This design comes from an exercise in tuning for small area, a short achievable clock period and few clock cycles per item on the open sky130 flow, not from production work. Where RTL was checked, it was by simulation tests only, not by an equivalence proof against the original. The RTL of run 3 was laid out without a check of its function.

--- config.mk ---
export PLATFORM = sky130hd
export DESIGN_NAME = calc
export DESIGN_NICKNAME = calc
export VERILOG_FILES = /design/flow/design.v
export SDC_FILE = /design/flow/constraint.sdc
export NUM_CORES = 4
export LEC_CHECK = 0
export CAP_MARGIN = 20
export CORE_MARGIN = 2
export CORE_UTILIZATION = 40
export CTS_BUF_LIST = sky130_fd_sc_hd__clkbuf_8
export SLEW_MARGIN = 20
--- constraint.sdc ---
create_clock -name core_clock -period 38.0 [get_ports {clk}]
set_input_delay 7.6000 -clock core_clock [delete_from_list [all_inputs] [get_ports {clk}]]
set_output_delay 7.6000 -clock core_clock [all_outputs]
set_load 0.01 [all_outputs]
--- design.v ---
module calc (
                  input [7:0]  inpA ,
                  input [7:0]  inpB ,
                  input [01:0] inpOpType ,
                  output[15:0] outC  ,
                  input        iValid ,
                  output       iStall ,
                  input        oStall ,
                  output       oValid ,
                  input        clk ,
                  input        rstn
                  ) ;
   reg         v0, v1, vo, vs ;
   reg         nvo, nvs ;
   reg  [7:0]  a0, b0 ;
   reg  [1:0]  op0 ;
   reg         dv1 ;           
   reg  [19:0] r1 ;
   reg  [15:0] ro, rs ;
   wire        frz  = ~nvs ;              
   wire        take = ~oStall | nvo ;     
   wire        sub  = op0[0] ;
   wire [7:0]  bx   = b0 ^ {8{sub}} ;
   wire [8:0]  ac ;
   wire [7:0]  as ;
   assign ac[0] = sub ;
   genvar j ;
   generate
     for (j = 0; j < 8; j = j + 1) begin : g_as
       assign as[j]   = a0[j] ^ bx[j] ^ ac[j] ;
       assign ac[j+1] = (a0[j] & bx[j]) | (a0[j] & ac[j]) | (bx[j] & ac[j]) ;
     end
   endgenerate
   wire        ov   = ac[8] ^ sub ;           
   wire [15:0] r_as = {{7{ov & sub}}, ov, as} ;
   wire [15:0] r_mul ;
   wire m_pp0_0 = a0[0] & b0[0];
   wire m_pp0_1 = a0[0] & b0[1];
   wire m_pp0_2 = a0[0] & b0[2];
   wire m_pp0_3 = a0[0] & b0[3];
   wire m_pp0_4 = a0[0] & b0[4];
   wire m_pp0_5 = a0[0] & b0[5];
   wire m_pp0_6 = a0[0] & b0[6];
   wire m_pp0_7 = a0[0] & b0[7];
   wire m_pp1_0 = a0[1] & b0[0];
   wire m_pp1_1 = a0[1] & b0[1];
   wire m_pp1_2 = a0[1] & b0[2];
   wire m_pp1_3 = a0[1] & b0[3];
   wire m_pp1_4 = a0[1] & b0[4];
   wire m_pp1_5 = a0[1] & b0[5];
   wire m_pp1_6 = a0[1] & b0[6];
   wire m_pp1_7 = a0[1] & b0[7];
   wire m_pp2_0 = a0[2] & b0[0];
   wire m_pp2_1 = a0[2] & b0[1];
   wire m_pp2_2 = a0[2] & b0[2];
   wire m_pp2_3 = a0[2] & b0[3];
   wire m_pp2_4 = a0[2] & b0[4];
   wire m_pp2_5 = a0[2] & b0[5];
   wire m_pp2_6 = a0[2] & b0[6];
   wire m_pp2_7 = a0[2] & b0[7];
   wire m_pp3_0 = a0[3] & b0[0];
   wire m_pp3_1 = a0[3] & b0[1];
   wire m_pp3_2 = a0[3] & b0[2];
   wire m_pp3_3 = a0[3] & b0[3];
   wire m_pp3_4 = a0[3] & b0[4];
   wire m_pp3_5 = a0[3] & b0[5];
   wire m_pp3_6 = a0[3] & b0[6];
   wire m_pp3_7 = a0[3] & b0[7];
   wire m_pp4_0 = a0[4] & b0[0];
   wire m_pp4_1 = a0[4] & b0[1];
   wire m_pp4_2 = a0[4] & b0[2];
   wire m_pp4_3 = a0[4] & b0[3];
   wire m_pp4_4 = a0[4] & b0[4];
   wire m_pp4_5 = a0[4] & b0[5];
   wire m_pp4_6 = a0[4] & b0[6];
   wire m_pp4_7 = a0[4] & b0[7];
   wire m_pp5_0 = a0[5] & b0[0];
   wire m_pp5_1 = a0[5] & b0[1];
   wire m_pp5_2 = a0[5] & b0[2];
   wire m_pp5_3 = a0[5] & b0[3];
   wire m_pp5_4 = a0[5] & b0[4];
   wire m_pp5_5 = a0[5] & b0[5];
   wire m_pp5_6 = a0[5] & b0[6];
   wire m_pp5_7 = a0[5] & b0[7];
   wire m_pp6_0 = a0[6] & b0[0];
   wire m_pp6_1 = a0[6] & b0[1];
   wire m_pp6_2 = a0[6] & b0[2];
   wire m_pp6_3 = a0[6] & b0[3];
   wire m_pp6_4 = a0[6] & b0[4];
   wire m_pp6_5 = a0[6] & b0[5];
   wire m_pp6_6 = a0[6] & b0[6];
   wire m_pp6_7 = a0[6] & b0[7];
   wire m_pp7_0 = a0[7] & b0[0];
   wire m_pp7_1 = a0[7] & b0[1];
   wire m_pp7_2 = a0[7] & b0[2];
   wire m_pp7_3 = a0[7] & b0[3];
   wire m_pp7_4 = a0[7] & b0[4];
   wire m_pp7_5 = a0[7] & b0[5];
   wire m_pp7_6 = a0[7] & b0[6];
   wire m_pp7_7 = a0[7] & b0[7];
   wire m_w1 = m_pp0_6 ^ m_pp1_5;
   wire m_w2 = m_pp0_6 & m_pp1_5;
   wire m_w3 = m_pp0_7 ^ m_pp1_6 ^ m_pp2_5;
   wire m_w4 = (m_pp0_7 & m_pp1_6) | (m_pp0_7 & m_pp2_5) | (m_pp1_6 & m_pp2_5);
   wire m_w5 = m_pp3_4 ^ m_pp4_3;
   wire m_w6 = m_pp3_4 & m_pp4_3;
   wire m_w7 = m_pp1_7 ^ m_pp2_6 ^ m_pp3_5;
   wire m_w8 = (m_pp1_7 & m_pp2_6) | (m_pp1_7 & m_pp3_5) | (m_pp2_6 & m_pp3_5);
   wire m_w9 = m_pp4_4 ^ m_pp5_3;
   wire m_w10 = m_pp4_4 & m_pp5_3;
   wire m_w11 = m_pp2_7 ^ m_pp3_6 ^ m_pp4_5;
   wire m_w12 = (m_pp2_7 & m_pp3_6) | (m_pp2_7 & m_pp4_5) | (m_pp3_6 & m_pp4_5);
   wire m_w13 = m_pp0_4 ^ m_pp1_3;
   wire m_w14 = m_pp0_4 & m_pp1_3;
   wire m_w15 = m_pp0_5 ^ m_pp1_4 ^ m_pp2_3;
   wire m_w16 = (m_pp0_5 & m_pp1_4) | (m_pp0_5 & m_pp2_3) | (m_pp1_4 & m_pp2_3);
   wire m_w17 = m_pp3_2 ^ m_pp4_1;
   wire m_w18 = m_pp3_2 & m_pp4_1;
   wire m_w19 = m_w1 ^ m_pp2_4 ^ m_pp3_3;
   wire m_w20 = (m_w1 & m_pp2_4) | (m_w1 & m_pp3_3) | (m_pp2_4 & m_pp3_3);
   wire m_w21 = m_pp4_2 ^ m_pp5_1 ^ m_pp6_0;
   wire m_w22 = (m_pp4_2 & m_pp5_1) | (m_pp4_2 & m_pp6_0) | (m_pp5_1 & m_pp6_0);
   wire m_w23 = m_w3 ^ m_w5 ^ m_pp5_2;
   wire m_w24 = (m_w3 & m_w5) | (m_w3 & m_pp5_2) | (m_w5 & m_pp5_2);
   wire m_w25 = m_pp6_1 ^ m_pp7_0 ^ m_w2;
   wire m_w26 = (m_pp6_1 & m_pp7_0) | (m_pp6_1 & m_w2) | (m_pp7_0 & m_w2);
   wire m_w27 = m_w7 ^ m_w9 ^ m_pp6_2;
   wire m_w28 = (m_w7 & m_w9) | (m_w7 & m_pp6_2) | (m_w9 & m_pp6_2);
   wire m_w29 = m_pp7_1 ^ m_w4 ^ m_w6;
   wire m_w30 = (m_pp7_1 & m_w4) | (m_pp7_1 & m_w6) | (m_w4 & m_w6);
   wire m_w31 = m_w11 ^ m_pp5_4 ^ m_pp6_3;
   wire m_w32 = (m_w11 & m_pp5_4) | (m_w11 & m_pp6_3) | (m_pp5_4 & m_pp6_3);
   wire m_w33 = m_pp7_2 ^ m_w8 ^ m_w10;
   wire m_w34 = (m_pp7_2 & m_w8) | (m_pp7_2 & m_w10) | (m_w8 & m_w10);
   wire m_w35 = m_pp3_7 ^ m_pp4_6 ^ m_pp5_5;
   wire m_w36 = (m_pp3_7 & m_pp4_6) | (m_pp3_7 & m_pp5_5) | (m_pp4_6 & m_pp5_5);
   wire m_w37 = m_pp6_4 ^ m_pp7_3 ^ m_w12;
   wire m_w38 = (m_pp6_4 & m_pp7_3) | (m_pp6_4 & m_w12) | (m_pp7_3 & m_w12);
   wire m_w39 = m_pp4_7 ^ m_pp5_6 ^ m_pp6_5;
   wire m_w40 = (m_pp4_7 & m_pp5_6) | (m_pp4_7 & m_pp6_5) | (m_pp5_6 & m_pp6_5);
   wire m_w41 = m_pp0_3 ^ m_pp1_2;
   wire m_w42 = m_pp0_3 & m_pp1_2;
   wire m_w43 = m_w13 ^ m_pp2_2 ^ m_pp3_1;
   wire m_w44 = (m_w13 & m_pp2_2) | (m_w13 & m_pp3_1) | (m_pp2_2 & m_pp3_1);
   wire m_w45 = m_w15 ^ m_w17 ^ m_pp5_0;
   wire m_w46 = (m_w15 & m_w17) | (m_w15 & m_pp5_0) | (m_w17 & m_pp5_0);
   wire m_w47 = m_w19 ^ m_w21 ^ m_w16;
   wire m_w48 = (m_w19 & m_w21) | (m_w19 & m_w16) | (m_w21 & m_w16);
   wire m_w49 = m_w23 ^ m_w25 ^ m_w20;
   wire m_w50 = (m_w23 & m_w25) | (m_w23 & m_w20) | (m_w25 & m_w20);
   wire m_w51 = m_w27 ^ m_w29 ^ m_w24;
   wire m_w52 = (m_w27 & m_w29) | (m_w27 & m_w24) | (m_w29 & m_w24);
   wire m_w53 = m_w31 ^ m_w33 ^ m_w28;
   wire m_w54 = (m_w31 & m_w33) | (m_w31 & m_w28) | (m_w33 & m_w28);
   wire m_w55 = m_w35 ^ m_w37 ^ m_w32;
   wire m_w56 = (m_w35 & m_w37) | (m_w35 & m_w32) | (m_w37 & m_w32);
   wire m_w57 = m_w39 ^ m_pp7_4 ^ m_w36;
   wire m_w58 = (m_w39 & m_pp7_4) | (m_w39 & m_w36) | (m_pp7_4 & m_w36);
   wire m_w59 = m_pp5_7 ^ m_pp6_6 ^ m_pp7_5;
   wire m_w60 = (m_pp5_7 & m_pp6_6) | (m_pp5_7 & m_pp7_5) | (m_pp6_6 & m_pp7_5);
   wire m_w61 = m_pp0_2 ^ m_pp1_1;
   wire m_w62 = m_pp0_2 & m_pp1_1;
   wire m_w63 = m_w41 ^ m_pp2_1 ^ m_pp3_0;
   wire m_w64 = (m_w41 & m_pp2_1) | (m_w41 & m_pp3_0) | (m_pp2_1 & m_pp3_0);
   wire m_w65 = m_w43 ^ m_pp4_0 ^ m_w42;
   wire m_w66 = (m_w43 & m_pp4_0) | (m_w43 & m_w42) | (m_pp4_0 & m_w42);
   wire m_w67 = m_w45 ^ m_w14 ^ m_w44;
   wire m_w68 = (m_w45 & m_w14) | (m_w45 & m_w44) | (m_w14 & m_w44);
   wire m_w69 = m_w47 ^ m_w18 ^ m_w46;
   wire m_w70 = (m_w47 & m_w18) | (m_w47 & m_w46) | (m_w18 & m_w46);
   wire m_w71 = m_w49 ^ m_w22 ^ m_w48;
   wire m_w72 = (m_w49 & m_w22) | (m_w49 & m_w48) | (m_w22 & m_w48);
   wire m_w73 = m_w51 ^ m_w26 ^ m_w50;
   wire m_w74 = (m_w51 & m_w26) | (m_w51 & m_w50) | (m_w26 & m_w50);
   wire m_w75 = m_w53 ^ m_w30 ^ m_w52;
   wire m_w76 = (m_w53 & m_w30) | (m_w53 & m_w52) | (m_w30 & m_w52);
   wire m_w77 = m_w55 ^ m_w34 ^ m_w54;
   wire m_w78 = (m_w55 & m_w34) | (m_w55 & m_w54) | (m_w34 & m_w54);
   wire m_w79 = m_w57 ^ m_w38 ^ m_w56;
   wire m_w80 = (m_w57 & m_w38) | (m_w57 & m_w56) | (m_w38 & m_w56);
   wire m_w81 = m_w59 ^ m_w40 ^ m_w58;
   wire m_w82 = (m_w59 & m_w40) | (m_w59 & m_w58) | (m_w40 & m_w58);
   wire m_w83 = m_pp6_7 ^ m_pp7_6 ^ m_w60;
   wire m_w84 = (m_pp6_7 & m_pp7_6) | (m_pp6_7 & m_w60) | (m_pp7_6 & m_w60);
   wire m_w85 = m_pp0_1 ^ m_pp1_0;
   wire m_w86 = m_pp0_1 & m_pp1_0;
   wire m_w87 = m_w61 ^ m_pp2_0 ^ m_w86;
   wire m_w88 = (m_w61 & m_pp2_0) | (m_w61 & m_w86) | (m_pp2_0 & m_w86);
   wire m_w89 = m_w63 ^ m_w62 ^ m_w88;
   wire m_w90 = (m_w63 & m_w62) | (m_w63 & m_w88) | (m_w62 & m_w88);
   wire m_w91 = m_w65 ^ m_w64 ^ m_w90;
   wire m_w92 = (m_w65 & m_w64) | (m_w65 & m_w90) | (m_w64 & m_w90);
   wire m_w93 = m_w67 ^ m_w66 ^ m_w92;
   wire m_w94 = (m_w67 & m_w66) | (m_w67 & m_w92) | (m_w66 & m_w92);
   wire m_w95 = m_w69 ^ m_w68 ^ m_w94;
   wire m_w96 = (m_w69 & m_w68) | (m_w69 & m_w94) | (m_w68 & m_w94);
   wire m_w97 = m_w71 ^ m_w70 ^ m_w96;
   wire m_w98 = (m_w71 & m_w70) | (m_w71 & m_w96) | (m_w70 & m_w96);
   wire m_w99 = m_w73 ^ m_w72 ^ m_w98;
   wire m_w100 = (m_w73 & m_w72) | (m_w73 & m_w98) | (m_w72 & m_w98);
   wire m_w101 = m_w75 ^ m_w74 ^ m_w100;
   wire m_w102 = (m_w75 & m_w74) | (m_w75 & m_w100) | (m_w74 & m_w100);
   wire m_w103 = m_w77 ^ m_w76 ^ m_w102;
   wire m_w104 = (m_w77 & m_w76) | (m_w77 & m_w102) | (m_w76 & m_w102);
   wire m_w105 = m_w79 ^ m_w78 ^ m_w104;
   wire m_w106 = (m_w79 & m_w78) | (m_w79 & m_w104) | (m_w78 & m_w104);
   wire m_w107 = m_w81 ^ m_w80 ^ m_w106;
   wire m_w108 = (m_w81 & m_w80) | (m_w81 & m_w106) | (m_w80 & m_w106);
   wire m_w109 = m_w83 ^ m_w82 ^ m_w108;
   wire m_w110 = (m_w83 & m_w82) | (m_w83 & m_w108) | (m_w82 & m_w108);
   wire m_w111 = m_pp7_7 ^ m_w84 ^ m_w110;
   wire m_w112 = (m_pp7_7 & m_w84) | (m_pp7_7 & m_w110) | (m_w84 & m_w110);
   wire m_w113 = 1'b0 ^ m_w112;
   wire m_w114 = 1'b0 & m_w112;
   assign r_mul = {m_w113,m_w111,m_w109,m_w107,m_w105,m_w103,m_w101,m_w99,m_w97,m_w95,m_w93,m_w91,m_w89,m_w87,m_w85,m_pp0_0};
   wire dhhz1 = ~|b0[7:1] ;
   wire dhhz2 = ~|b0[7:2] ;
   wire dhhz3 = ~|b0[7:3] ;
   wire dhhz4 = ~|b0[7:4] ;
   wire dhhz5 = ~|b0[7:5] ;
   wire dhhz6 = ~|b0[7:6] ;
   wire dhhz7 = ~|b0[7:7] ;
   wire dhhz8 = 1'b1 ;
   wire dh7_hz = dhhz1 ;
   wire [1:0] dh7_br ;
   wire [0:0] dh7_d ;
   assign dh7_br[0] = 1'b0 ;
   assign dh7_d[0] = a0[7] ^ b0[0] ^ dh7_br[0] ;
   assign dh7_br[1] = (~a0[7] & b0[0]) | (~(a0[7] ^ b0[0]) & dh7_br[0]) ;
   wire dh7_q = dh7_hz & ~dh7_br[1] ;
   wire dh7_r0 = dh7_q ? dh7_d[0] : a0[7] ;
   wire dh6_hz = dhhz2 ;
   wire [2:0] dh6_br ;
   wire [1:0] dh6_d ;
   assign dh6_br[0] = 1'b0 ;
   assign dh6_d[0] = a0[6] ^ b0[0] ^ dh6_br[0] ;
   assign dh6_br[1] = (~a0[6] & b0[0]) | (~(a0[6] ^ b0[0]) & dh6_br[0]) ;
   assign dh6_d[1] = dh7_r0 ^ b0[1] ^ dh6_br[1] ;
   assign dh6_br[2] = (~dh7_r0 & b0[1]) | (~(dh7_r0 ^ b0[1]) & dh6_br[1]) ;
   wire dh6_q = dh6_hz & ~dh6_br[2] ;
   wire dh6_r0 = dh6_q ? dh6_d[0] : a0[6] ;
   wire dh6_r1 = dh6_q ? dh6_d[1] : dh7_r0 ;
   wire dh5_hz = dhhz3 ;
   wire [3:0] dh5_br ;
   wire [2:0] dh5_d ;
   assign dh5_br[0] = 1'b0 ;
   assign dh5_d[0] = a0[5] ^ b0[0] ^ dh5_br[0] ;
   assign dh5_br[1] = (~a0[5] & b0[0]) | (~(a0[5] ^ b0[0]) & dh5_br[0]) ;
   assign dh5_d[1] = dh6_r0 ^ b0[1] ^ dh5_br[1] ;
   assign dh5_br[2] = (~dh6_r0 & b0[1]) | (~(dh6_r0 ^ b0[1]) & dh5_br[1]) ;
   assign dh5_d[2] = dh6_r1 ^ b0[2] ^ dh5_br[2] ;
   assign dh5_br[3] = (~dh6_r1 & b0[2]) | (~(dh6_r1 ^ b0[2]) & dh5_br[2]) ;
   wire dh5_q = dh5_hz & ~dh5_br[3] ;
   wire dh5_r0 = dh5_q ? dh5_d[0] : a0[5] ;
   wire dh5_r1 = dh5_q ? dh5_d[1] : dh6_r0 ;
   wire dh5_r2 = dh5_q ? dh5_d[2] : dh6_r1 ;
   wire dh4_hz = dhhz4 ;
   wire [4:0] dh4_br ;
   wire [3:0] dh4_d ;
   assign dh4_br[0] = 1'b0 ;
   assign dh4_d[0] = a0[4] ^ b0[0] ^ dh4_br[0] ;
   assign dh4_br[1] = (~a0[4] & b0[0]) | (~(a0[4] ^ b0[0]) & dh4_br[0]) ;
   assign dh4_d[1] = dh5_r0 ^ b0[1] ^ dh4_br[1] ;
   assign dh4_br[2] = (~dh5_r0 & b0[1]) | (~(dh5_r0 ^ b0[1]) & dh4_br[1]) ;
   assign dh4_d[2] = dh5_r1 ^ b0[2] ^ dh4_br[2] ;
   assign dh4_br[3] = (~dh5_r1 & b0[2]) | (~(dh5_r1 ^ b0[2]) & dh4_br[2]) ;
   assign dh4_d[3] = dh5_r2 ^ b0[3] ^ dh4_br[3] ;
   assign dh4_br[4] = (~dh5_r2 & b0[3]) | (~(dh5_r2 ^ b0[3]) & dh4_br[3]) ;
   wire dh4_q = dh4_hz & ~dh4_br[4] ;
   wire dh4_r0 = dh4_q ? dh4_d[0] : a0[4] ;
   wire dh4_r1 = dh4_q ? dh4_d[1] : dh5_r0 ;
   wire dh4_r2 = dh4_q ? dh4_d[2] : dh5_r1 ;
   wire dh4_r3 = dh4_q ? dh4_d[3] : dh5_r2 ;
   wire [19:0] dstate = {b0, {dh7_q, dh6_q, dh5_q, dh4_q}, {dh4_r3, dh4_r2, dh4_r1, dh4_r0}, a0[3:0]} ;
   wire        dv0  = op0[1] & op0[0] ;
   wire [19:0] r1_n = {dstate[19:16], dv0 ? dstate[15:0] : (op0[1] ? r_mul : r_as)} ;
   wire [7:0]  b1 = r1[19:12] ;
   wire dlhz1 = ~|b1[7:1] ;
   wire dlhz2 = ~|b1[7:2] ;
   wire dlhz3 = ~|b1[7:3] ;
   wire dlhz4 = ~|b1[7:4] ;
   wire dlhz5 = ~|b1[7:5] ;
   wire dlhz6 = ~|b1[7:6] ;
   wire dlhz7 = ~|b1[7:7] ;
   wire dlhz8 = 1'b1 ;
   wire dl3_hz = dlhz5 ;
   wire [5:0] dl3_br ;
   wire [4:0] dl3_d ;
   assign dl3_br[0] = 1'b0 ;
   wire dl3_g0 = ~r1[3] & b1[0] ;
   wire dl3_p0 = ~(r1[3] ^ b1[0]) ;
   wire dl3_g1 = ~r1[4] & b1[1] ;
   wire dl3_p1 = ~(r1[4] ^ b1[1]) ;
   wire dl3_g2 = ~r1[5] & b1[2] ;
   wire dl3_p2 = ~(r1[5] ^ b1[2]) ;
   wire dl3_g3 = ~r1[6] & b1[3] ;
   wire dl3_p3 = ~(r1[6] ^ b1[3]) ;
   wire dl3_g4 = ~r1[7] & b1[4] ;
   wire dl3_p4 = ~(r1[7] ^ b1[4]) ;
   assign dl3_br[1] = dl3_g0 | (dl3_p0 & dl3_br[0]) ;
   assign dl3_br[2] = dl3_g1 | (dl3_p1 & dl3_g0) | (dl3_p1 & dl3_p0 & dl3_br[0]) ;
   assign dl3_br[3] = dl3_g2 | (dl3_p2 & dl3_br[2]) ;
   assign dl3_br[4] = dl3_g3 | (dl3_p3 & dl3_g2) | (dl3_p3 & dl3_p2 & dl3_br[2]) ;
   assign dl3_br[5] = dl3_g4 | (dl3_p4 & dl3_br[4]) ;
   assign dl3_d[0] = r1[3] ^ b1[0] ^ dl3_br[0] ;
   assign dl3_d[1] = r1[4] ^ b1[1] ^ dl3_br[1] ;
   assign dl3_d[2] = r1[5] ^ b1[2] ^ dl3_br[2] ;
   assign dl3_d[3] = r1[6] ^ b1[3] ^ dl3_br[3] ;
   assign dl3_d[4] = r1[7] ^ b1[4] ^ dl3_br[4] ;
   wire dl3_q = dl3_hz & ~dl3_br[5] ;
   wire dl3_r0 = dl3_q ? dl3_d[0] : r1[3] ;
   wire dl3_r1 = dl3_q ? dl3_d[1] : r1[4] ;
   wire dl3_r2 = dl3_q ? dl3_d[2] : r1[5] ;
   wire dl3_r3 = dl3_q ? dl3_d[3] : r1[6] ;
   wire dl3_r4 = dl3_q ? dl3_d[4] : r1[7] ;
   wire dl2_hz = dlhz6 ;
   wire [6:0] dl2_br ;
   wire [5:0] dl2_d ;
   assign dl2_br[0] = 1'b0 ;
   wire dl2_g0 = ~r1[2] & b1[0] ;
   wire dl2_p0 = ~(r1[2] ^ b1[0]) ;
   wire dl2_g1 = ~dl3_r0 & b1[1] ;
   wire dl2_p1 = ~(dl3_r0 ^ b1[1]) ;
   wire dl2_g2 = ~dl3_r1 & b1[2] ;
   wire dl2_p2 = ~(dl3_r1 ^ b1[2]) ;
   wire dl2_g3 = ~dl3_r2 & b1[3] ;
   wire dl2_p3 = ~(dl3_r2 ^ b1[3]) ;
   wire dl2_g4 = ~dl3_r3 & b1[4] ;
   wire dl2_p4 = ~(dl3_r3 ^ b1[4]) ;
   wire dl2_g5 = ~dl3_r4 & b1[5] ;
   wire dl2_p5 = ~(dl3_r4 ^ b1[5]) ;
   assign dl2_br[1] = dl2_g0 | (dl2_p0 & dl2_br[0]) ;
   assign dl2_br[2] = dl2_g1 | (dl2_p1 & dl2_g0) | (dl2_p1 & dl2_p0 & dl2_br[0]) ;
   assign dl2_br[3] = dl2_g2 | (dl2_p2 & dl2_br[2]) ;
   assign dl2_br[4] = dl2_g3 | (dl2_p3 & dl2_g2) | (dl2_p3 & dl2_p2 & dl2_br[2]) ;
   assign dl2_br[5] = dl2_g4 | (dl2_p4 & dl2_br[4]) ;
   assign dl2_br[6] = dl2_g5 | (dl2_p5 & dl2_g4) | (dl2_p5 & dl2_p4 & dl2_br[4]) ;
   assign dl2_d[0] = r1[2] ^ b1[0] ^ dl2_br[0] ;
   assign dl2_d[1] = dl3_r0 ^ b1[1] ^ dl2_br[1] ;
   assign dl2_d[2] = dl3_r1 ^ b1[2] ^ dl2_br[2] ;
   assign dl2_d[3] = dl3_r2 ^ b1[3] ^ dl2_br[3] ;
   assign dl2_d[4] = dl3_r3 ^ b1[4] ^ dl2_br[4] ;
   assign dl2_d[5] = dl3_r4 ^ b1[5] ^ dl2_br[5] ;
   wire dl2_q = dl2_hz & ~dl2_br[6] ;
   wire dl2_r0 = dl2_q ? dl2_d[0] : r1[2] ;
   wire dl2_r1 = dl2_q ? dl2_d[1] : dl3_r0 ;
   wire dl2_r2 = dl2_q ? dl2_d[2] : dl3_r1 ;
   wire dl2_r3 = dl2_q ? dl2_d[3] : dl3_r2 ;
   wire dl2_r4 = dl2_q ? dl2_d[4] : dl3_r3 ;
   wire dl2_r5 = dl2_q ? dl2_d[5] : dl3_r4 ;
   wire dl1_hz = dlhz7 ;
   wire [7:0] dl1_br ;
   wire [6:0] dl1_d ;
   assign dl1_br[0] = 1'b0 ;
   wire dl1_g0 = ~r1[1] & b1[0] ;
   wire dl1_p0 = ~(r1[1] ^ b1[0]) ;
   wire dl1_g1 = ~dl2_r0 & b1[1] ;
   wire dl1_p1 = ~(dl2_r0 ^ b1[1]) ;
   wire dl1_g2 = ~dl2_r1 & b1[2] ;
   wire dl1_p2 = ~(dl2_r1 ^ b1[2]) ;
   wire dl1_g3 = ~dl2_r2 & b1[3] ;
   wire dl1_p3 = ~(dl2_r2 ^ b1[3]) ;
   wire dl1_g4 = ~dl2_r3 & b1[4] ;
   wire dl1_p4 = ~(dl2_r3 ^ b1[4]) ;
   wire dl1_g5 = ~dl2_r4 & b1[5] ;
   wire dl1_p5 = ~(dl2_r4 ^ b1[5]) ;
   wire dl1_g6 = ~dl2_r5 & b1[6] ;
   wire dl1_p6 = ~(dl2_r5 ^ b1[6]) ;
   assign dl1_br[1] = dl1_g0 | (dl1_p0 & dl1_br[0]) ;
   assign dl1_br[2] = dl1_g1 | (dl1_p1 & dl1_g0) | (dl1_p1 & dl1_p0 & dl1_br[0]) ;
   assign dl1_br[3] = dl1_g2 | (dl1_p2 & dl1_br[2]) ;
   assign dl1_br[4] = dl1_g3 | (dl1_p3 & dl1_g2) | (dl1_p3 & dl1_p2 & dl1_br[2]) ;
   assign dl1_br[5] = dl1_g4 | (dl1_p4 & dl1_br[4]) ;
   assign dl1_br[6] = dl1_g5 | (dl1_p5 & dl1_g4) | (dl1_p5 & dl1_p4 & dl1_br[4]) ;
   assign dl1_br[7] = dl1_g6 | (dl1_p6 & dl1_br[6]) ;
   assign dl1_d[0] = r1[1] ^ b1[0] ^ dl1_br[0] ;
   assign dl1_d[1] = dl2_r0 ^ b1[1] ^ dl1_br[1] ;
   assign dl1_d[2] = dl2_r1 ^ b1[2] ^ dl1_br[2] ;
   assign dl1_d[3] = dl2_r2 ^ b1[3] ^ dl1_br[3] ;
   assign dl1_d[4] = dl2_r3 ^ b1[4] ^ dl1_br[4] ;
   assign dl1_d[5] = dl2_r4 ^ b1[5] ^ dl1_br[5] ;
   assign dl1_d[6] = dl2_r5 ^ b1[6] ^ dl1_br[6] ;
   wire dl1_q = dl1_hz & ~dl1_br[7] ;
   wire dl1_r0 = dl1_q ? dl1_d[0] : r1[1] ;
   wire dl1_r1 = dl1_q ? dl1_d[1] : dl2_r0 ;
   wire dl1_r2 = dl1_q ? dl1_d[2] : dl2_r1 ;
   wire dl1_r3 = dl1_q ? dl1_d[3] : dl2_r2 ;
   wire dl1_r4 = dl1_q ? dl1_d[4] : dl2_r3 ;
   wire dl1_r5 = dl1_q ? dl1_d[5] : dl2_r4 ;
   wire dl1_r6 = dl1_q ? dl1_d[6] : dl2_r5 ;
   wire dl0_hz = dlhz8 ;
   wire [8:0] dl0_s = {1'b0, {dl1_r6, dl1_r5, dl1_r4, dl1_r3, dl1_r2, dl1_r1, dl1_r0, r1[0]}} - {1'b0, b1[7:0]} ;
   wire [7:0] dl0_d = dl0_s[7:0] ;
   wire dl0_q = dl0_hz & ~dl0_s[8] ;
   wire [15:0] res = dv1 ? ((b1 == 8'd0) ? 16'd0 : {8'd0, r1[11:8], {dl3_q, dl2_q, dl1_q, dl0_q}})
                         : r1[15:0] ;
   reg         vo_n, vs_n ;
   always @* begin
     vo_n = ~nvo ;
     vs_n = frz ;
     if (take) begin
       if (frz) begin
         vo_n = 1'b1 ;
         vs_n = 1'b0 ;
       end
       else vo_n = v1 ;
     end
     else if (!frz) vs_n = v1 ;
   end
always @(posedge clk or negedge rstn) begin
  if (!rstn) begin
    v0  <= 1'b0 ;
    v1  <= 1'b0 ;
    vo  <= 1'b0 ;
    vs  <= 1'b0 ;
    nvo <= 1'b1 ;
    nvs <= 1'b1 ;
  end
  else begin
    if (!frz) begin
      v0 <= iValid ;
      v1 <= v0 ;
    end
    vo  <= vo_n ;
    vs  <= vs_n ;
    nvo <= ~vo_n ;
    nvs <= ~vs_n ;
  end
end
always @(posedge clk) begin
  if (!frz) begin
    a0  <= inpA ;
    b0  <= inpB ;
    op0 <= inpOpType ;
    dv1 <= dv0 ;
    r1  <= r1_n ;
  end
  if (take) ro <= frz ? rs : res ;
  if (!frz) rs <= res ;
end
assign iStall = vs ;
assign oValid = vo ;
assign outC   = ro ;
endmodule
--- flow/run.sh ---
#!/bin/bash
set -euo pipefail
R=$(pwd)/orfs/results/sky130hd/calc/base

# the standard synthesis, kept for its register names
bash standard.sh synth > 1_standard_synth.log 2>&1
cp "$R/1_2_yosys.v" std_1_2_yosys.v

# the same synthesis without ABC in Yosys's synth
rm -f "$R/1_2_yosys.v" "$R/1_synth.odb" "$R/1_synth.sdc"
if bash standard.sh SYNTH_ARGS=-noabc "$R/1_2_yosys.v" > 2_noabc_synth.log 2>&1 &&
   python3 flow/rename_regs.py std_1_2_yosys.v "$R/1_2_yosys.v" renamed_1_2_yosys.v > 3_rename.log 2>&1; then
  cp renamed_1_2_yosys.v "$R/1_2_yosys.v"
else
  echo "no-abc synthesis not used" >> 3_rename.log
  cp std_1_2_yosys.v "$R/1_2_yosys.v"
fi
touch "$R/1_2_yosys.v"

bash standard.sh BUFFER_PORTS_ARGS="-buffer_cell sky130_fd_sc_hd__buf_2" SETUP_SLACK_MARGIN=29.55 finish > 4_layout.log 2>&1
--- flow/rename_regs.py ---
#!/usr/bin/env python3
"""rename_regs.py STD NEW OUT

STD and NEW are two Yosys netlists of the same design, from the standard
synthesis and from the same synthesis with `synth -noabc`. Their registers are
the same but may differ in the suffix Yosys puts after the register's name
(for example ro[0]$_DFFE_PN_ against ro[0]$_DFFE_PP_: the polarity of the
enable, before it was mapped to the library's enable flip-flop). Write NEW to
OUT with each register instance renamed to the standard synthesis's name.
Exit 1, writing nothing, unless every register pairs one to one, with the
same cell type."""
import re, sys

REG = re.compile(r'^\s*(sky130_fd_sc_hd__\w*df\w*)\s+(\\\S+|\S+)\s*\(', re.M)

def regs(text):
    out = {}
    for cell, name in REG.findall(text):
        base = name.lstrip('\\').split('$')[0]
        if base in out:
            raise SystemExit(f"two registers with base name {base}")
        out[base] = (cell, name)
    return out

std_t = open(sys.argv[1]).read()
new_t = open(sys.argv[2]).read()
std, new = regs(std_t), regs(new_t)
if set(std) != set(new):
    sys.exit(f"register sets differ: {sorted(set(std) ^ set(new))[:10]}")
for b in std:
    if std[b][0] != new[b][0]:
        sys.exit(f"cell type differs for {b}: {std[b][0]} {new[b][0]}")
n = 0
def sub(m):
    global n
    cell, name = m.group(1), m.group(2)
    base = name.lstrip('\\').split('$')[0]
    want = std[base][1]
    if want != name:
        n += 1
    return m.group(0).replace(name, want, 1)
out = REG.sub(sub, new_t)
# no name may be used twice
names = [nm for _, nm in REG.findall(out)]
assert len(names) == len(set(names))
open(sys.argv[3], 'w').write(out)
print(f"{len(std)} registers paired, {n} renamed")
--- standard.sh ---
#!/bin/bash
# synth_recipe.tcl (not shown) runs the flow's synth.tcl, then flattens the netlist and writes it again
# the make line also repeats each setting of config.mk as NAME=value (left out here)
make -C /OpenROAD-flow-scripts/flow DESIGN_CONFIG=/design/flow/config.mk WORK_HOME=/design/flow/orfs CLKGATE_MAP_FILE= SYNTH_SCRIPT=/design/flow/synth_recipe.tcl "${@:-finish}"
==> summary.txt, run 1 <==
status = timing/DRC/antenna clean
Root Buffer Master = clkbuf_8
cells taking the most area after synthesis = edfxtp_1, fa_1, ha_1, and2_1, dfxtp_1
placed cells = 695
Clock Sink Count = 77
sequential area share after synthesis = 35.5%
share of the synthesized area in the top cell type = 27.6%
Worst-Skew Late Latency = 0.37 ns
first-pass GRT wire length = 21200 µm
CP delay by family, top = flip-flops
Synth cell types = 56
Die H = 126 µm
Worst Skew = 0.0121 ns
Top Ports = 40
commonest register cell after synthesis = edfxtp_1
Fillers = 1339
Post-synth top cells = fa_1, and2_1, edfxtp_1, ha_1, inv_1
cells along the critical path = buf_2
DRT iter0 DRCs = 318
Yosys warning count = 1
P&R area growth vs syn = 9.34%
largest net degree at the start of global routing = 50
core area = 14600 µm²
wirelength, routed = 12600 µm
DRC = 0
Routability Congestion = 0.890
Vias = 3807
Worst-path clk slew = 0.09 ns
final instance area = 6550 µm²
vias in the first global route = 4201
GRT Overall Usage = 16.9%
Final min period = 8.49 ns
grt total ovfl = 0
Finish-stage setup viols = 0
Startpoint Class = register
max cap viols = 0
row count = 44
Hold Fails Final Rpt = 0
Worst path slowest cell = edfxtp_1
dpl cell area = 6340 µm²
syn avg cell area = 12.2 µm²
share of cells above drive strength 1 = 13.5%
Arr. time, crit path = 0.89 ns
count leader, synth = fa_1
Worst EP required = 30.40 ns
number of synthesized flops with an enable pin = 55
CP max stage delay = 0.38 ns
syn nets = 622
Worst setup EP type = output port
antenna violations before repair = 0
Die Area = 16000 µm²
post-detail-place hpwl = 9250 µm
synthesized instance count = 489
Num CTS Buffers = 9
CTS tree = built
drt wl/cell = 17.7 µm
relative slew slack = 44.0%
Layout Nets = 655
antenna viol nets, final = 0
Setup Fix Bufs, Post-CTS = 0
worst hold path class = register to register
Fmax = 118 MHz
worst path bufs/invs = 1
Cell Count, Final, Fillers Out = 711
PortBufs = 39
H-Tree Depth = 3
fin crit share = 22.3%
First-pass DRT Iterations = 4
Slew Limit Fails = 0
Die W = 126 µm
Starting Density = 41.0%
Max clock buf depth = 2
crit-path max FO = 1
Cell Area, Synth = 5990 µm²
WS Path Type = register to output port
setup tns final = 0 ns
Post-synth ARST share = 7.79%
Yosys reg bits = 77
routed vias/inst = 5.35
Synth area leader = edfxtp_1
# diodes = 0
Slew @ Worst Pin = 0.836 ns
RSZ-0062 raised after global routing = yes
flip-flops by register name (all words and copies together) (netlist names):
signal,cells
dv1,1
vo,1
ro,16
nvs,1
op0,2
nvo,1
r1,20
vs,1
a0,8
b0,8
rs,16
v1,1
v0,1
stage by stage:
step / setup slack [ns] / hold slack [ns] / util (%)
6_report: 29.51 / 0.473 / 44.9
5_1_grt: 29.45 / 0.505 / 44.9
4_1_cts: 29.47 / 0.478 / 44.9
3_5_place_dp: 29.27 / 0.450 / 43.5
3_3_place_gp: 29.31 / 0.452 / 43.5
2_1_floorplan: 29.57 / 0.428 / -
layout by cell type, fill, tap and decap left out, types with 5 or more instances in the layout:
master / n
a22o_1: 7
inv_1: 34
ha_1: 39
dfxtp_1: 16
buf_2: 39
nor2b_1: 5
edfxtp_1: 55
nor3_1: 10
mux2i_1: 13
o21ai_0: 12
a21o_1: 10
a31oi_1: 10
xor2_1: 8
a221o_1: 6
nand3_1: 5
nand2_1: 13
clkbuf_8: 9
nor2_1: 18
and2_1: 60
a21oi_1: 16
fa_1: 72
cell type report:
class,instances,area (µm²),area share (%)
clock buffer,9,124,1.89
tap,184,230,3.52
timing repair buffer,41,210,3.21
sequential,77,2120,32.5
clock inverter,7,78.8,1.20
multi-input combinational,359,3650,55.8
inverter,34,128,1.95
worst paths after layout:
path | startpoint | endpoint | slack, ns | cells after the start
worst max-delay path | ro[14] | outC[14] | 29.51 | 1
worst min-delay path | rs[13] | rs[13] | 0.47 | 1
worst max register to register | r1[12] | ro[0] | 29.98 | 26
worst min register to register | rs[13] | rs[13] | 0.47 | 1
max in group asynchronous | rstn | nvo | 30.76 | 1
min in group asynchronous | rstn | v0 | 7.03 | 1
repair_timing:
action                                  CTS  global route
endpoints found under the setup margin   18            18
resized for setup                         0             0
gates cloned                              0             0
hold buffers                              0             0
per-layer routing:
metal	share of wire (%)	track usage, %
met5	0	0
met4	2.2	6.08
met3	3.3	3.58
met2	51	29.5
met1	43	20.8
cell families after synthesis:
family	count (synthesis)	share of synthesized area [%]
AO/OA/AOI/OAI	95	11.8
XOR/XNOR	12	1.76
adder cells (fa/ha/maj)	111	32.2
buffers and inverters	53	3.53
flip-flops	77	35.5
multiplexers	17	2.99
AND/OR/NAND/NOR	124	12.2
Testbench counts, summed over its fixed seeds: cycles 12,024, items 12,000.
==> run 2, diff against run 1 <==
--- a/design.v
+++ b/design.v
@@ -389,9 +389,42 @@
    wire dl1_r5 = dl1_q ? dl1_d[5] : dl2_r4 ;
    wire dl1_r6 = dl1_q ? dl1_d[6] : dl2_r5 ;
    wire dl0_hz = dlhz8 ;
-   wire [8:0] dl0_s = {1'b0, {dl1_r6, dl1_r5, dl1_r4, dl1_r3, dl1_r2, dl1_r1, dl1_r0, r1[0]}} - {1'b0, b1[7:0]} ;
-   wire [7:0] dl0_d = dl0_s[7:0] ;
-   wire dl0_q = dl0_hz & ~dl0_s[8] ;
+   wire [8:0] dl0_br ;
+   wire [7:0] dl0_d ;
+   assign dl0_br[0] = 1'b0 ;
+   wire dl0_g0 = ~r1[0] & b1[0] ;
+   wire dl0_p0 = ~(r1[0] ^ b1[0]) ;
+   wire dl0_g1 = ~dl1_r0 & b1[1] ;
+   wire dl0_p1 = ~(dl1_r0 ^ b1[1]) ;
+   wire dl0_g2 = ~dl1_r1 & b1[2] ;
+   wire dl0_p2 = ~(dl1_r1 ^ b1[2]) ;
+   wire dl0_g3 = ~dl1_r2 & b1[3] ;
+   wire dl0_p3 = ~(dl1_r2 ^ b1[3]) ;
+   wire dl0_g4 = ~dl1_r3 & b1[4] ;
+   wire dl0_p4 = ~(dl1_r3 ^ b1[4]) ;
+   wire dl0_g5 = ~dl1_r4 & b1[5] ;
+   wire dl0_p5 = ~(dl1_r4 ^ b1[5]) ;
+   wire dl0_g6 = ~dl1_r5 & b1[6] ;
+   wire dl0_p6 = ~(dl1_r5 ^ b1[6]) ;
+   wire dl0_g7 = ~dl1_r6 & b1[7] ;
+   wire dl0_p7 = ~(dl1_r6 ^ b1[7]) ;
+   assign dl0_br[1] = dl0_g0 | (dl0_p0 & dl0_br[0]) ;
+   assign dl0_br[2] = dl0_g1 | (dl0_p1 & dl0_g0) | (dl0_p1 & dl0_p0 & dl0_br[0]) ;
+   assign dl0_br[3] = dl0_g2 | (dl0_p2 & dl0_br[2]) ;
+   assign dl0_br[4] = dl0_g3 | (dl0_p3 & dl0_g2) | (dl0_p3 & dl0_p2 & dl0_br[2]) ;
+   assign dl0_br[5] = dl0_g4 | (dl0_p4 & dl0_br[4]) ;
+   assign dl0_br[6] = dl0_g5 | (dl0_p5 & dl0_g4) | (dl0_p5 & dl0_p4 & dl0_br[4]) ;
+   assign dl0_br[7] = dl0_g6 | (dl0_p6 & dl0_br[6]) ;
+   assign dl0_br[8] = dl0_g7 | (dl0_p7 & dl0_g6) | (dl0_p7 & dl0_p6 & dl0_br[6]) ;
+   assign dl0_d[0] = r1[0] ^ b1[0] ^ dl0_br[0] ;
+   assign dl0_d[1] = dl1_r0 ^ b1[1] ^ dl0_br[1] ;
+   assign dl0_d[2] = dl1_r1 ^ b1[2] ^ dl0_br[2] ;
+   assign dl0_d[3] = dl1_r2 ^ b1[3] ^ dl0_br[3] ;
+   assign dl0_d[4] = dl1_r3 ^ b1[4] ^ dl0_br[4] ;
+   assign dl0_d[5] = dl1_r4 ^ b1[5] ^ dl0_br[5] ;
+   assign dl0_d[6] = dl1_r5 ^ b1[6] ^ dl0_br[6] ;
+   assign dl0_d[7] = dl1_r6 ^ b1[7] ^ dl0_br[7] ;
+   wire dl0_q = dl0_hz & ~dl0_br[8] ;
    wire [15:0] res = dv1 ? ((b1 == 8'd0) ? 16'd0 : {8'd0, r1[11:8], {dl3_q, dl2_q, dl1_q, dl0_q}})
                          : r1[15:0] ;
    reg         vo_n, vs_n ;
==> run 2 against run 1 <==
- die area shrank 0.91%
- critical endpoint is now outC[6]
- setup slack lost 0.0078 ns
- non-clock buffer count is the same
- clock skew shrank 0.0043 ns
- synthesized area shrank 0.94%
- highest routed layer unchanged
- still clean
==> summary.txt, run 2 <==
DRT iter0 DRCs = 166
worst path bufs/invs = 1
CP max stage delay = 0.38 ns
H-Tree Depth = 3
worst hold path class = register to register
Die Area = 15800 µm²
final instance area = 6460 µm²
Slew Limit Fails = 0
Setup crit start = ro[6]
max cap viols = 0
fin util = 44.4%
Die W = 126 µm
number of synthesized flops with an enable pin = 55
syn avg cell area = 11.8 µm²
register with the most flip-flops = r1
Worst EP required = 30.40 ns
antenna violations before repair = 0
commonest register cell after synthesis = edfxtp_1
Worst-path clk slew = 0.08 ns
worst r2r src = r1[12]
Num CTS Buffers = 9
Yosys warning count = 1
hold buffers post-CTS = 0
share of the synthesized area in the top cell type = 27.8%
Starting Density = 40.8%
final worst slack = 29.50 ns
Root Buffer Master = clkbuf_8
fin crit share = 22.4%
CTS tree = built
post-detail-place hpwl = 8930 µm
Worst Skew = 0.00782 ns
status = timing/DRC/antenna clean
leading cell type in the layout, fill and taps excluded = fa_1
routed vias/inst = 5.22
Largest register FFs = 20
Max clock buf depth = 2
grt total ovfl = 0
synthesized instance count = 504
Setup Slack @ Placement = 29.33 ns
Synth cell types = 50
CP delay by family, top = flip-flops
syn nets = 636
cells along the critical path = buf_2
Post-synth ARST share = 7.79%
first-pass GRT wire length = 20900 µm
Clock Sink Count = 77
Post-synth top cells = fa_1, and2_1, edfxtp_1, ha_1
RSZ-0062 raised after global routing = yes
First-pass DRT Iterations = 4
setup tns final = 0 ns
P&R area growth vs syn = 8.92%
Slew @ Worst Pin = 0.844 ns
Layout Nets = 666
Arr. time, crit path = 0.90 ns
Finish-stage setup viols = 0
share of cells above drive strength 1 = 13.7%
Die H = 126 µm
Worst-Skew Late Latency = 0.37 ns
# diodes = 0
sequential area share after synthesis = 35.8%
Top Ports = 40
Fillers = 1356
Final min period = 8.50 ns
Synth area leader = edfxtp_1
Setup Fix Bufs, Post-CTS = 0
wirelength, routed = 12100 µm
crit-path max FO = 1
count leader, synth = fa_1
Startpoint Class = register
Routability Congestion = 0.824
dpl cell area = 6280 µm²
Fmax = 118 MHz
drt wl/cell = 16.7 µm
antenna viol nets, final = 0
most frequent cells in the layout = fa_1, and2_1, edfxtp_1
vias in the first global route = 4119
Worst setup EP type = output port
core area = 14500 µm²
# resized after CTS = 0
relative slew slack = 43.7%
hold path start = rs[12]
PortBufs = 39
row count = 44
cells taking the most area after synthesis = edfxtp_1, fa_1, ha_1, and2_1, dfxtp_1
GRT Overall Usage = 16.7%
Hold Fails Final Rpt = 0
Top Registers = r1 x20, ro x16, rs x16
Cell Area, Synth = 5930 µm²
Worst path slowest cell = edfxtp_1
Yosys reg bits = 77
largest net degree at the start of global routing = 76
WS Path Type = register to output port
Vias = 3772
DRC = 0
## run 2: worst paths after layout
path                       depth (start not counted)      end  slack [ns]
hold / removal                                     2   rs[12]        0.48
setup / recovery                                   1  outC[6]       29.50
max in group asynchronous                          1      nvo       30.75
hold reg to reg                                    2   rs[12]        0.48
setup reg to reg                                  25    ro[0]       30.38
min in group asynchronous                          1       vs        7.03
## run 2: final cells by class
cell class | instances | area, µm² | share of cell area (%)
clock buffer | 9 | 124 | 1.92
clock inverter | 7 | 56.3 | 0.872
inverter | 30 | 113 | 1.74
multi-input combinational | 375 | 3600 | 55.8
sequential | 77 | 2120 | 32.9
tap | 184 | 230 | 3.56
timing repair buffer | 41 | 210 | 3.25
## run 2: cell families (layout without fill, tap and decap cells)
kind of cell / after synthesis / after routing / synth area share, %
AND/OR/NAND/NOR: 145 / 145 / 13.7
adder cells (fa/ha/maj): 110 / 110 / 32.3
AO/OA/AOI/OAI: 93 / 93 / 10.3
flip-flops: 77 / 77 / 35.8
buffers and inverters: 52 / 87 / 3.44
multiplexers: 15 / 15 / 2.66
XOR/XNOR: 12 / 12 / 1.77
## run 2: metal layers
layer,share of wire (%),GRT usage [%],up-vias
met4,1.8,5.43,0
met3,3.5,4.08,19
met2,50,28.5,61
li1,-,-,1817
met1,45,21.1,1875
met5,0,0,-
## run 2: per-stage QoR
step | std cells | hold WS (ns)
3_5_place_dp | 707 | 0.468
3_3_place_gp | 707 | 0.455
5_1_grt | 723 | 0.499
4_1_cts | 723 | 0.481
2_1_floorplan | 504 | 0.440
6_report | 723 | 0.476
Testbench counts of run 2, summed over its fixed seeds: cycles 12,024, items 12,000.
==> run 3, diff against run 2 <==
--- a/design.v
+++ b/design.v
@@ -287,26 +287,16 @@
    wire [5:0] dl3_br ;
    wire [4:0] dl3_d ;
    assign dl3_br[0] = 1'b0 ;
-   wire dl3_g0 = ~r1[3] & b1[0] ;
-   wire dl3_p0 = ~(r1[3] ^ b1[0]) ;
-   wire dl3_g1 = ~r1[4] & b1[1] ;
-   wire dl3_p1 = ~(r1[4] ^ b1[1]) ;
-   wire dl3_g2 = ~r1[5] & b1[2] ;
-   wire dl3_p2 = ~(r1[5] ^ b1[2]) ;
-   wire dl3_g3 = ~r1[6] & b1[3] ;
-   wire dl3_p3 = ~(r1[6] ^ b1[3]) ;
-   wire dl3_g4 = ~r1[7] & b1[4] ;
-   wire dl3_p4 = ~(r1[7] ^ b1[4]) ;
-   assign dl3_br[1] = dl3_g0 | (dl3_p0 & dl3_br[0]) ;
-   assign dl3_br[2] = dl3_g1 | (dl3_p1 & dl3_g0) | (dl3_p1 & dl3_p0 & dl3_br[0]) ;
-   assign dl3_br[3] = dl3_g2 | (dl3_p2 & dl3_br[2]) ;
-   assign dl3_br[4] = dl3_g3 | (dl3_p3 & dl3_g2) | (dl3_p3 & dl3_p2 & dl3_br[2]) ;
-   assign dl3_br[5] = dl3_g4 | (dl3_p4 & dl3_br[4]) ;
    assign dl3_d[0] = r1[3] ^ b1[0] ^ dl3_br[0] ;
+   assign dl3_br[1] = (~r1[3] & b1[0]) | (~(r1[3] ^ b1[0]) & dl3_br[0]) ;
    assign dl3_d[1] = r1[4] ^ b1[1] ^ dl3_br[1] ;
+   assign dl3_br[2] = (~r1[4] & b1[1]) | (~(r1[4] ^ b1[1]) & dl3_br[1]) ;
    assign dl3_d[2] = r1[5] ^ b1[2] ^ dl3_br[2] ;
+   assign dl3_br[3] = (~r1[5] & b1[2]) | (~(r1[5] ^ b1[2]) & dl3_br[2]) ;
    assign dl3_d[3] = r1[6] ^ b1[3] ^ dl3_br[3] ;
+   assign dl3_br[4] = (~r1[6] & b1[3]) | (~(r1[6] ^ b1[3]) & dl3_br[3]) ;
    assign dl3_d[4] = r1[7] ^ b1[4] ^ dl3_br[4] ;
+   assign dl3_br[5] = (~r1[7] & b1[4]) | (~(r1[7] ^ b1[4]) & dl3_br[4]) ;
    wire dl3_q = dl3_hz & ~dl3_br[5] ;
    wire dl3_r0 = dl3_q ? dl3_d[0] : r1[3] ;
    wire dl3_r1 = dl3_q ? dl3_d[1] : r1[4] ;
--- a/config.mk
+++ b/config.mk
@@ -5,6 +5,7 @@
 export SDC_FILE = /design/flow/constraint.sdc
 export NUM_CORES = 4
 export LEC_CHECK = 0
+export ABC_AREA = 1
 export CAP_MARGIN = 20
 export CORE_MARGIN = 2
 export CORE_UTILIZATION = 40
==> run 3 against run 2 <==
- critical path depth did not move
- die area rose by 0.21%
- critical path type unchanged
- synthesized area rose by 0.21%
- register-to-register slack improved by 0.40 ns
- via count grew 5.2%
- clock skew rose by 0.0079 ns
- setup slack improved by 0.011 ns
==> summary.txt, run 3 <==
CP delay by family, top = flip-flops
number of synthesized flops with an enable pin = 55
reg2reg end = r1[14]
antenna violations before repair = 0
count leader, synth = nand2_1
flop2flop setup slack = 30.78 ns
dpl cell area = 6250 µm²
RSZ-0062 raised after global routing = yes
grt total ovfl = 0
final instance area = 6480 µm²
Fmax = 118 MHz
Die W = 126 µm
PortBufs = 39
Fillers = 1427
worst hold path class = register to register
Top Ports = 40
Post-synth ARST share = 7.79%
syn nets = 727
Worst-Skew Late Latency = 0.38 ns
Die H = 126 µm
synthesized instance count = 596
final worst slack = 29.51 ns
hold buffers post-CTS = 0
DRC = 0
vias in the first global route = 4247
Clock Sink Count = 77
Worst Skew = 0.0157 ns
sequential area share after synthesis = 35.7%
CTS tree = built
setup tns final = 0 ns
Max clock buf depth = 2
drt wl/cell = 15.0 µm
syn avg cell area = 9.97 µm²
Worst EP required = 30.40 ns
Worst path slowest cell = edfxtp_1
worst r2r src = b0[3]
Worst path depth = 1
GRT Overall Usage = 16.7%
Die Area = 15800 µm²
Routability Congestion = 0.824
Hold Fails Final Rpt = 0
cells along the critical path = buf_2
Top Registers = r1 x20, ro x16, rs x16
Vias = 3970
status = timing/DRC/antenna clean
Worst Hold End = rs[9]
First-pass DRT Iterations = 4
share of cells above drive strength 1 = 10.8%
fin util = 44.6%
leading cell type in the layout, fill and taps excluded = nand2_1
commonest register cell after synthesis = edfxtp_1
fin crit share = 22.3%
H-Tree Depth = 3
Yosys reg bits = 77
Starting Density = 40.9%
CP max stage delay = 0.36 ns
# resized after CTS = 0
# diodes = 0
row count = 44
register with the most flip-flops = r1
share of the synthesized area in the top cell type = 27.8%
first-pass GRT wire length = 20900 µm
largest net degree at the start of global routing = 44
Finish-stage setup viols = 0
Slew Limit Fails = 0
crit-path max FO = 1
wirelength, routed = 12200 µm
WS Path Type = register to output port
hold path start = rs[9]
Setup Slack @ Placement = 29.39 ns
Synth cell types = 38
Largest register FFs = 20
relative slew slack = 35.3%
most frequent cells in the layout = nand2_1, inv_1, fa_1
Cell Area, Synth = 5940 µm²
Root Buffer Master = clkbuf_8
Slew @ Worst Pin = 0.970 ns
Post-synth top cells = nand2_1, inv_1, fa_1, edfxtp_1, ha_1
Arr. time, crit path = 0.89 ns
Worst-path clk slew = 0.09 ns
cells taking the most area after synthesis = edfxtp_1, fa_1, nand2_1, ha_1, inv_1
worst hold path depth = 2
Worst setup EP type = output port
Num CTS Buffers = 9
routed vias/inst = 4.88
post-detail-place hpwl = 9220 µm
DRT iter0 DRCs = 186
worst path bufs/invs = 1
Layout Nets = 755
worst r2r path cells = 18
Setup Fix Bufs, Post-CTS = 0
Final min period = 8.49 ns
antenna viol nets, final = 0
core area = 14500 µm²
max cap viols = 0
P&R area growth vs syn = 8.99%
Synth area leader = edfxtp_1
Yosys warning count = 1
Startpoint Class = register
[run 3: changes by cell type after synthesis, moves of 17 or more]
cell,change
nor2_1,-17
inv_1,+76
a21oi_1,-22
nand3_1,+29
nand2_1,+126
and2_1,-54
[run 3: through the flow]
stage / hold WS, ns / instances
3_5_place_dp: 0.456 / 797
2_1_floorplan: 0.428 / 596
4_1_cts: 0.478 / 813
5_1_grt: 0.522 / 813
6_report: 0.483 / 813
3_3_place_gp: 0.450 / 797
[run 3: worst max path at each step]
| stage | endpoint | start |
|---|---|---|
| after detailed placement | ro[0] | oStall |
| after CTS | outC[6] | ro[6] |
| after global placement | ro[0] | oStall |
| after global routing | outC[6] | ro[6] |
| final | outC[1] | ro[1] |
| after floorplan | ro[0] | oStall |
[run 3: cell type report]
type | instances | area (µm²) | area share [%]
well taps | 184 | 230 | 3.55
flip-flops and latches | 77 | 2120 | 32.8
repair buffers | 39 | 195 | 3.01
inverters | 105 | 394 | 6.08
clock buffers | 9 | 124 | 1.91
clock inverters | 7 | 101 | 1.56
multi-input cells | 392 | 3310 | 51.1
[run 3: worst reg2reg max path, cell delays in order, from the launching register on]
cell and delay [ns]:
edfxtp_1 0.81, nand2_1 0.12, inv_1 0.08, ha_1 0.24, fa_1 0.51, fa_1 0.43
fa_1 0.42, fa_1 0.40, fa_1 0.39, fa_1 0.38, fa_1 0.40, fa_1 0.39
fa_1 0.39, fa_1 0.40, fa_1 0.40, fa_1 0.41, fa_1 0.54, mux2i_1 0.08
o21ai_0 0.26
[run 3: routing by layer]
metal,routed length [µm],global-route usage [%]
met1,5290,20.8
met2,6140,28.8
met3,565,3.61
met4,197,6.01
met5,0,0
[run 3: kinds of logic (layout without fill, tap and decap cells)]
family	count (synthesis)	after routing	share of synthesized area (%)
xor+xnor	11	11	1.62
simple gates	220	220	16.3
buf+inv	127	160	8.59
compound gates	51	51	5.39
fa+ha+maj	109	109	32.2
flops	77	77	35.7
mux	1	1	0.168
==> run 4, diff against run 3 <==
--- a/design.v
+++ b/design.v
@@ -307,30 +307,18 @@
    wire [6:0] dl2_br ;
    wire [5:0] dl2_d ;
    assign dl2_br[0] = 1'b0 ;
-   wire dl2_g0 = ~r1[2] & b1[0] ;
-   wire dl2_p0 = ~(r1[2] ^ b1[0]) ;
-   wire dl2_g1 = ~dl3_r0 & b1[1] ;
-   wire dl2_p1 = ~(dl3_r0 ^ b1[1]) ;
-   wire dl2_g2 = ~dl3_r1 & b1[2] ;
-   wire dl2_p2 = ~(dl3_r1 ^ b1[2]) ;
-   wire dl2_g3 = ~dl3_r2 & b1[3] ;
-   wire dl2_p3 = ~(dl3_r2 ^ b1[3]) ;
-   wire dl2_g4 = ~dl3_r3 & b1[4] ;
-   wire dl2_p4 = ~(dl3_r3 ^ b1[4]) ;
-   wire dl2_g5 = ~dl3_r4 & b1[5] ;
-   wire dl2_p5 = ~(dl3_r4 ^ b1[5]) ;
-   assign dl2_br[1] = dl2_g0 | (dl2_p0 & dl2_br[0]) ;
-   assign dl2_br[2] = dl2_g1 | (dl2_p1 & dl2_g0) | (dl2_p1 & dl2_p0 & dl2_br[0]) ;
-   assign dl2_br[3] = dl2_g2 | (dl2_p2 & dl2_br[2]) ;
-   assign dl2_br[4] = dl2_g3 | (dl2_p3 & dl2_g2) | (dl2_p3 & dl2_p2 & dl2_br[2]) ;
-   assign dl2_br[5] = dl2_g4 | (dl2_p4 & dl2_br[4]) ;
-   assign dl2_br[6] = dl2_g5 | (dl2_p5 & dl2_g4) | (dl2_p5 & dl2_p4 & dl2_br[4]) ;
    assign dl2_d[0] = r1[2] ^ b1[0] ^ dl2_br[0] ;
+   assign dl2_br[1] = (~r1[2] & b1[0]) | (~(r1[2] ^ b1[0]) & dl2_br[0]) ;
    assign dl2_d[1] = dl3_r0 ^ b1[1] ^ dl2_br[1] ;
+   assign dl2_br[2] = (~dl3_r0 & b1[1]) | (~(dl3_r0 ^ b1[1]) & dl2_br[1]) ;
    assign dl2_d[2] = dl3_r1 ^ b1[2] ^ dl2_br[2] ;
+   assign dl2_br[3] = (~dl3_r1 & b1[2]) | (~(dl3_r1 ^ b1[2]) & dl2_br[2]) ;
    assign dl2_d[3] = dl3_r2 ^ b1[3] ^ dl2_br[3] ;
+   assign dl2_br[4] = (~dl3_r2 & b1[3]) | (~(dl3_r2 ^ b1[3]) & dl2_br[3]) ;
    assign dl2_d[4] = dl3_r3 ^ b1[4] ^ dl2_br[4] ;
+   assign dl2_br[5] = (~dl3_r3 & b1[4]) | (~(dl3_r3 ^ b1[4]) & dl2_br[4]) ;
    assign dl2_d[5] = dl3_r4 ^ b1[5] ^ dl2_br[5] ;
+   assign dl2_br[6] = (~dl3_r4 & b1[5]) | (~(dl3_r4 ^ b1[5]) & dl2_br[5]) ;
    wire dl2_q = dl2_hz & ~dl2_br[6] ;
    wire dl2_r0 = dl2_q ? dl2_d[0] : r1[2] ;
    wire dl2_r1 = dl2_q ? dl2_d[1] : dl3_r0 ;
==> run 4 against run 3 <==
- flip-flop and latch count is the same
- critical path type unchanged
- register-to-register slack lost 0.75 ns
- final cell count shrank 1.1%
- routed wire length grew 0.27%
- critical path depth is the same
- clock-buffer cell count grew 1
- synthesized area shrank 0.11%
- critical endpoint is now outC[9]
- first-iteration DRC count grew 9.7%
- die area shrank 0.10%
==> summary.txt, run 4 <==
status = timing/DRC/antenna clean
CTS tree = built
Worst path slowest cell = edfxtp_1
Worst EP required = 30.40 ns
Synth cell types = 39
Starting Density = 40.8%
Yosys warning count = 1
GRT Overall Usage = 16.5%
setup tns final = 0 ns
Top Ports = 40
RSZ-0062 raised after global routing = yes
Root Buffer Master = clkbuf_8
Synth area leader = edfxtp_1
synthesized instance count = 590
Worst-Skew Late Latency = 0.38 ns
Slew Limit Fails = 0
Cell Area, Synth = 5940 µm²
Die Area = 15800 µm²
dpl cell area = 6220 µm²
routed vias/inst = 4.98
antenna violations before repair = 0
Finish-stage setup viols = 0
drt wl/cell = 15.2 µm
share of cells above drive strength 1 = 13.2%
Clock Sink Count = 77
Fmax = 118 MHz
hold buffers post-CTS = 0
Hold Fails Final Rpt = 0
syn avg cell area = 10.1 µm²
fin crit share = 22.4%
cells along the critical path = buf_2
Setup Slack @ Placement = 29.39 ns
wirelength, routed = 12200 µm
worst hold path class = register to register
core area = 14500 µm²
row count = 44
CP delay by family, top = flip-flops
Post-synth ARST share = 7.79%
First-pass DRT Iterations = 4
Worst Skew = 0.0249 ns
syn nets = 719
Worst-path clk slew = 0.08 ns
count leader, synth = nand2_1
number of synthesized flops with an enable pin = 55
Routability Congestion = 0.842
vias in the first global route = 4250
sequential area share after synthesis = 35.8%
Yosys reg bits = 77
Layout Nets = 744
DRC = 0
Final min period = 8.50 ns
commonest register cell after synthesis = edfxtp_1
final worst slack = 29.50 ns
grt total ovfl = 0
leading cell type in the layout, fill and taps excluded = nand2_1
Worst setup EP type = output port
final instance area = 6400 µm²
fin util = 44.1%
WS Path Type = register to output port
Max clock buf depth = 2
H-Tree Depth = 3
most frequent cells in the layout = nand2_1, inv_1, fa_1
post-detail-place hpwl = 9180 µm
crit-path max FO = 1
CP max stage delay = 0.38 ns
antenna viol nets, final = 0
Arr. time, crit path = 0.90 ns
Top Registers = r1 x20, ro x16, rs x16
Slew @ Worst Pin = 0.925 ns
P&R area growth vs syn = 7.86%
Setup Fix Bufs, Post-CTS = 0
Largest register FFs = 20
first-pass GRT wire length = 20700 µm
Post-synth top cells = nand2_1, inv_1, fa_1, edfxtp_1, ha_1
# diodes = 0
Die H = 126 µm
worst path bufs/invs = 1
DRT iter0 DRCs = 204
Num CTS Buffers = 9
PortBufs = 39
Vias = 4001
cells taking the most area after synthesis = edfxtp_1, fa_1, nand2_1, inv_1, ha_1
relative slew slack = 38.1%
share of the synthesized area in the top cell type = 27.8%
register with the most flip-flops = r1
max cap viols = 0
largest net degree at the start of global routing = 50
Die W = 126 µm
Startpoint Class = register
run 4: cell count changes in the layout (fill, tap and decap cells not counted), sizes merged, moves of 6 or more:
| cell | change |
|---|---|
| nand3 | -14 |
| o221ai | +7 |
| inv | +6 |
| o21bai | -8 |
| and2 | -6 |
run 4: per-stage QoR:
stage / cells / hold slack (ns)
after floorplan: 590 / 0.426
after detailed placement: 788 / 0.450
after global placement: 788 / 0.454
final: 804 / 0.469
after CTS: 804 / 0.475
after global routing: 804 / 0.502
run 4: final cells by class:
| cell class | count | area [µm²] |
|---|---|---|
| clock buffer | 10 | 138 |
| clock inverter | 6 | 37.5 |
| fill | 1416 | 8130 |
| inverter | 111 | 417 |
| multi-input combinational | 376 | 3250 |
| sequential | 77 | 2120 |
| tap | 184 | 230 |
| timing repair buffer | 40 | 203 |
run 4: final timing paths:
path | cells after the start | slack, ns | start | end
min in group asynchronous | 1 | 7.04 | rstn | v0
min reg2reg | 2 | 0.47 | rs[10] | rs[10]
max reg2reg | 35 | 30.03 | r1[12] | ro[0]
max | 1 | 29.50 | ro[9] | outC[9]
max in group asynchronous | 1 | 30.74 | rstn | nvo
min | 2 | 0.47 | rs[10] | rs[10]
run 4: logic make-up (layout without fill, tap and decap cells):
| kind of cell | Yosys count | after routing | synth area share [%] |
|---|---|---|---|
| xor gates and xnor gates | 9 | 9 | 1.33 |
| muxes | 1 | 1 | 0.169 |
| DFF | 77 | 77 | 35.8 |
| adders and majority gates | 107 | 107 | 32.0 |
| AOI/OAI and AO/OA | 53 | 53 | 6.28 |
| buffers and inverters | 137 | 167 | 9.53 |
| and+or+nand+nor | 206 | 206 | 14.9 |
run 4: timing repair:
action                                  in CTS  in global routing
resized for setup                            0                  3
endpoints found under the setup margin      18                 20
cloned                                       0                  0
run 4: layer usage:
layer	part of all wire, %	track usage [%]	vias up	wire (µm)
met5	0	0	-	0
met4	2.5	7.05	0	306
met3	4.3	2.97	23	521
met2	50	28.4	99	6120
met1	43	20.5	1985	5280
li1	-	-	1894	-
run 4: worst register-to-register path, delay by kind of cell (launching register included):
kind	cells	cell delay (ns)
adder cells (fa/ha/maj)	13	4.87
AND/OR/NAND/NOR	17	1.79
flip-flops	1	0.51
buffers and inverters	2	0.32
AO/OA/AOI/OAI	3	0.20
Testbench counts of run 4, summed over its fixed seeds: cycles 12,024, items 12,000.

[re-timing with driven ports]
The flow's constraints put no driver on any port. The routed layouts listed below were extracted and timed again, unchanged, in two steps.
Step 1 sets driving cells, clkbuf_16 on the clock port and buf_2 on the other inputs (assumed; they add their load-dependent delay and slew).
Step 2, shift: input delay + t, output delay - t, t = (earliest + latest rising clock arrival at the registers) / 2. This alone moves slack from input paths to output paths.
Slacks: no drivers / after step 1 / after step 2; pairs: no drivers / after step 1.
run	shift t [ns]	slack for setup (ns)	hold WS [ns]	worst slew at a driven data input, ns	pins driven straight from the clock port
run 1	0.402	29.508 / 29.474 / 29.293	0.473 / 0.473 / 0.473	0.03	1
run 2	0.407	29.500 / 29.465 / 29.353	0.476 / 0.476 / 0.476	0.03	1
run 3	0.401	29.511 / 29.479 / 29.411	0.483 / 0.483 / 0.483	0.04	1
run 4	0.397	29.504 / 29.470 / 29.404	0.469 / 0.469 / 0.469	0.04	1
After both steps setup and hold are still met in every run listed. For run 1, which loses most, drivers alone change the setup slack by -0.034 ns; drivers and shift together by -0.215 ns.
